This design comes from an exercise in tuning for small area on the open sky130 flow, not from production work. The RTL was checked by simulation tests, not by an equivalence proof against the original design. Power is estimated from default activity; no workload was simulated.

==> flow/design.v (excerpt) <==
	module DSP_DATA_SWITCH_v1_0 #
	(
    parameter integer DATA_WIDTH_IN_BYTES	= 4
	)
	(
        output wire  RDY,
        input  wire  ACLK,
        input  wire  ARESETn,
		output wire  s00_axis_tready,
		input wire [8*DATA_WIDTH_IN_BYTES-1 : 0] s00_axis_tdata,
		input wire  s00_axis_tlast,
		input wire  s00_axis_tvalid,
		output wire  s01_axis_tready,
		input wire [8*DATA_WIDTH_IN_BYTES-1 : 0] s01_axis_tdata,
		input wire  s01_axis_tlast,
		input wire  s01_axis_tvalid,
		output wire  s02_axis_tready,
		input wire [8*DATA_WIDTH_IN_BYTES-1 : 0] s02_axis_tdata,
		input wire  s02_axis_tlast,
		input wire  s02_axis_tvalid,
		output wire  s03_sel_axis_tready,
		input wire [7:0] s03_sel_axis_tdata,
		input wire  s03_sel_axis_tvalid,
		output wire  m00_axis_tvalid,
		output wire [8*DATA_WIDTH_IN_BYTES-1 : 0] m00_axis_tdata,
		output wire  m00_axis_tlast,
		input wire  m00_axis_tready
	);
	DSP_DATA_SWITCH 
	#(
	.DATA_WIDTH_IN_BYTES(DATA_WIDTH_IN_BYTES)
	)
	DSP_DATA_SWITCH
	(	
	.s_axis_tdata_sel (s03_sel_axis_tdata ), 
	.s_axis_tvalid_sel(s03_sel_axis_tvalid),
	.s_axis_tready_sel(s03_sel_axis_tready),
	.s_axis_tdata_0 (s00_axis_tdata),
	.s_axis_tvalid_0(s00_axis_tvalid),
	.s_axis_tready_0(s00_axis_tready),
	.s_axis_tlast_0 (s00_axis_tlast),
	.s_axis_tdata_1 (s01_axis_tdata ),
	.s_axis_tvalid_1(s01_axis_tvalid),
	.s_axis_tready_1(s01_axis_tready),
	.s_axis_tlast_1 (s01_axis_tlast ),
	.s_axis_tdata_2 (s02_axis_tdata ),
	.s_axis_tvalid_2(s02_axis_tvalid),
	.s_axis_tready_2(s02_axis_tready),
	.s_axis_tlast_2 (s02_axis_tlast ),
	.m_axis_tdata  (m00_axis_tdata ),
	.m_axis_tvalid (m00_axis_tvalid),
	.m_axis_tready (m00_axis_tready),
  ...
export LEC_CHECK = 0
export CAP_MARGIN = 0
export CORE_MARGIN = 2
export CORE_UTILIZATION = 65
export PLACE_DENSITY = 0.8
export SLEW_MARGIN = 0
create_clock -name core_clock -period 5.0 [get_ports {ACLK}]
standard.sh (not shown) runs the stock make flow with config.mk's settings and CLKGATE_MAP_FILE= SYNTH_SCRIPT=/design/flow/synth_recipe.tcl, a recipe that flattens the netlist after the stock synthesis.
==> flow/flow/run.sh <==
#!/bin/bash
# Standard ORFS layout with three changes:
#  - synthesis maps the combinational logic with an area-oriented ABC script (flow/synth.tcl);
#  - port buffers are made as sky130_fd_sc_hd__buf_1;
#  - the clock tree uses small clock buffers and no dummy loads.
set -euo pipefail
HERE=$(pwd)
export FLOW_FLOW_ABC="$HERE/flow/area.abc"
BP="-buffer_cell sky130_fd_sc_hd__buf_1"
CA="-sink_clustering_enable -repair_clock_nets -dont_use_dummy_load -buf_list sky130_fd_sc_hd__clkbuf_4 -root_buf sky130_fd_sc_hd__clkbuf_4"
export BUFFER_PORTS_ARGS="$BP" CTS_ARGS="$CA"
bash standard.sh finish "SYNTH_SCRIPT=$HERE/flow/synth.tcl" "BUFFER_PORTS_ARGS=$BP" "CTS_ARGS=$CA" > orfs_make.log 2>&1
==> flow/flow/area.abc <==
strash
&get -n
&dch -f
&nf -p -R 1000 -F 8 -A 4 -a
&put
topo
==> flow/flow/synth.tcl <==
# Standard ORFS synthesis (as synth_recipe.tcl runs it), except that the combinational logic is
# mapped with an area-oriented ABC script (flow/area.abc, path in FLOW_FLOW_ABC). Flip-flops are
# mapped before ABC runs, so the registers, their names and cell types are the standard ones.
proc synth {args} { yosys synth -nofsm -noshare {*}$args }
set f [open $::env(SCRIPTS_DIR)/synth.tcl]; set txt [read $f]; close $f
set pre {source $::env(SCRIPTS_DIR)/synth_preamble.tcl}
set idx [string first $pre $txt]
if {$idx < 0} { error "preamble line not found" }
set txt [string replace $txt $idx [expr {$idx + [string length $pre] - 1}] \
  "$pre\nset abc_args \[list -script $::env(FLOW_FLOW_ABC) {*}\[lrange \$abc_args 2 end\]\]\nputs \"custom abc args: \$abc_args\""]
eval $txt
# left out here: clear keep_hierarchy, flatten, clean up, hide names made inside functions, write 1_2_yosys.v
The baseline went through all stages and came out clean.
Then changed:
CORE_UTILIZATION = 40   (was 65)
GPL_TIMING_DRIVEN = 0   (was unset)
PLACE_DENSITY = unset   (was 0.8)
=> Power barely changes. Via count is lower by a few percent. Area after synthesis is unchanged. Routed wire length is higher by a few percent. Global-route usage is lower by 10 points. Final cell count is higher by roughly a tenth. Register-to-register slack degrades by 0.55 ns. Die area is higher by well over a third.
Then changed:
CORE_UTILIZATION = 60   (was 40)
GPL_TIMING_DRIVEN = unset   (was 0)
PLACE_DENSITY = 0.75   (was unset)
Area after synthesis does not change.
Wire length shrinks by a few percent.
Final area decreases slightly.
Via count climbs by a few percent.
Global-route usage rises by 7.7 points.
Utilization rose by 25 points.
Combinational power goes up by well over a third.
Clock-buffer cell count is unchanged.
Setup slack is better by 0.62 ns.
Total power drops slightly.
Sequential power came out lower by a few percent.
Then changed:
CORE_UTILIZATION = 50   (was 60)
PLACE_DENSITY = 0.65   (was 0.75)
The new run went through all stages and came out clean.
Utilization decreases by 13 points.
Hold slack stays flat.
Design area increases by 0.65%.


DSP_DATA_SWITCH_v1_0, a different RTL version from the one above (not shown whole).
For scale: ~310 cells after synthesis, ~120 flip-flops, about 150 I/O pins, roughly 4000 um2 of cells after synthesis.
==> flow/design.v (excerpt) <==
	module DSP_DATA_SWITCH_v1_0 #
	(
    parameter integer DATA_WIDTH_IN_BYTES	= 4
	)
	(
        output wire  RDY,
        input  wire  ACLK,
        input  wire  ARESETn,
		output wire  s00_axis_tready,
		input wire [8*DATA_WIDTH_IN_BYTES-1 : 0] s00_axis_tdata,
		input wire  s00_axis_tlast,
		input wire  s00_axis_tvalid,
		output wire  s01_axis_tready,
		input wire [8*DATA_WIDTH_IN_BYTES-1 : 0] s01_axis_tdata,
		input wire  s01_axis_tlast,
		input wire  s01_axis_tvalid,
		output wire  s02_axis_tready,
		input wire [8*DATA_WIDTH_IN_BYTES-1 : 0] s02_axis_tdata,
		input wire  s02_axis_tlast,
		input wire  s02_axis_tvalid,
		output wire  s03_sel_axis_tready,
		input wire [7:0] s03_sel_axis_tdata,
		input wire  s03_sel_axis_tvalid,
		output wire  m00_axis_tvalid,
		output wire [8*DATA_WIDTH_IN_BYTES-1 : 0] m00_axis_tdata,
		output wire  m00_axis_tlast,
		input wire  m00_axis_tready
	);
clock: 5.0 ns
lec_check: 0
cap_margin: 20
core_margin: 2
core_utilization: 40
slew_margin: 20
Scripts as last shown in full above: flow/flow/run.sh, flow/flow/area.abc, flow/flow/synth.tcl
Then changed:
--- a/flow/flow/run.sh
+++ b/flow/flow/run.sh
@@ -10 +10 @@
-CA="-sink_clustering_enable -repair_clock_nets -dont_use_dummy_load -buf_list sky130_fd_sc_hd__clkbuf_4 -root_buf sky130_fd_sc_hd__clkbuf_4"
+CA="-sink_clustering_enable -repair_clock_nets -dont_use_dummy_load -sink_clustering_size 40 -sink_clustering_max_diameter 150 -buf_list {sky130_fd_sc_hd__clkbuf_4 sky130_fd_sc_hd__clkbuf_8} -root_buf sky130_fd_sc_hd__clkbuf_8"
Final cell count does not change.
Clock skew is lower by 0.013 ns.
Flip-flop and latch count does not change.
Synthesized cell count is unchanged.
Maximum frequency is lower by about 3.7%.

-- what the ideal ports hide --
How much do the figures lean on ideal ports? The routed layouts below were timed once more, with nothing changed but the port constraints. Step 1 (the two cells are an assumption about what drives the block):
set clk [get_ports {ACLK}]
set_driving_cell -lib_cell sky130_fd_sc_hd__clkbuf_16 $clk
set_driving_cell -lib_cell sky130_fd_sc_hd__buf_2 [delete_from_list [all_inputs] $clk]
Step 2, shift: input delay + t, output delay - t, t = (earliest + latest rising clock arrival at the registers) / 2. This alone moves slack from input paths to output paths. Slacks: ideal / step 1 / step 2; pairs: ideal / step 1.
| run | t, ns | setup slack, ns | hold slack, ns | slew at the worst register clock pin (ns) | cell pins on the clock port's net |
|---|---|---|---|---|---|
| the first run of note 1 | 0.510 | 2.808 / 2.808 / 2.536 | 0.419 / 0.419 / 0.419 | 0.11 / 0.11 | 1 |
| the second run of note 1 | 0.496 | 2.261 / 2.261 / 1.765 | 0.435 / 0.435 / 0.435 | 0.11 / 0.11 | 1 |
| the third run of note 1 | 0.486 | 2.880 / 2.880 / 2.555 | 0.422 / 0.422 / 0.422 | 0.10 / 0.10 | 1 |
| the fourth run of note 1 | 0.486 | 2.823 / 2.823 / 2.540 | 0.419 / 0.419 / 0.419 | 0.11 / 0.11 | 1 |
| the first run of note 2 | 0.497 | 2.425 / 2.432 / 1.934 | 0.433 / 0.433 / 0.433 | 0.11 / 0.11 | 1 |
| the second run of note 2 | 0.441 | 2.327 / 2.335 / 1.895 | 0.429 / 0.429 / 0.429 | 0.07 / 0.07 | 1 |
After both steps setup and hold are still met in every run listed. The setup slack of the second run of note 1, which loses most, moves by 0.000 ns with the drivers and by -0.496 ns with both steps.
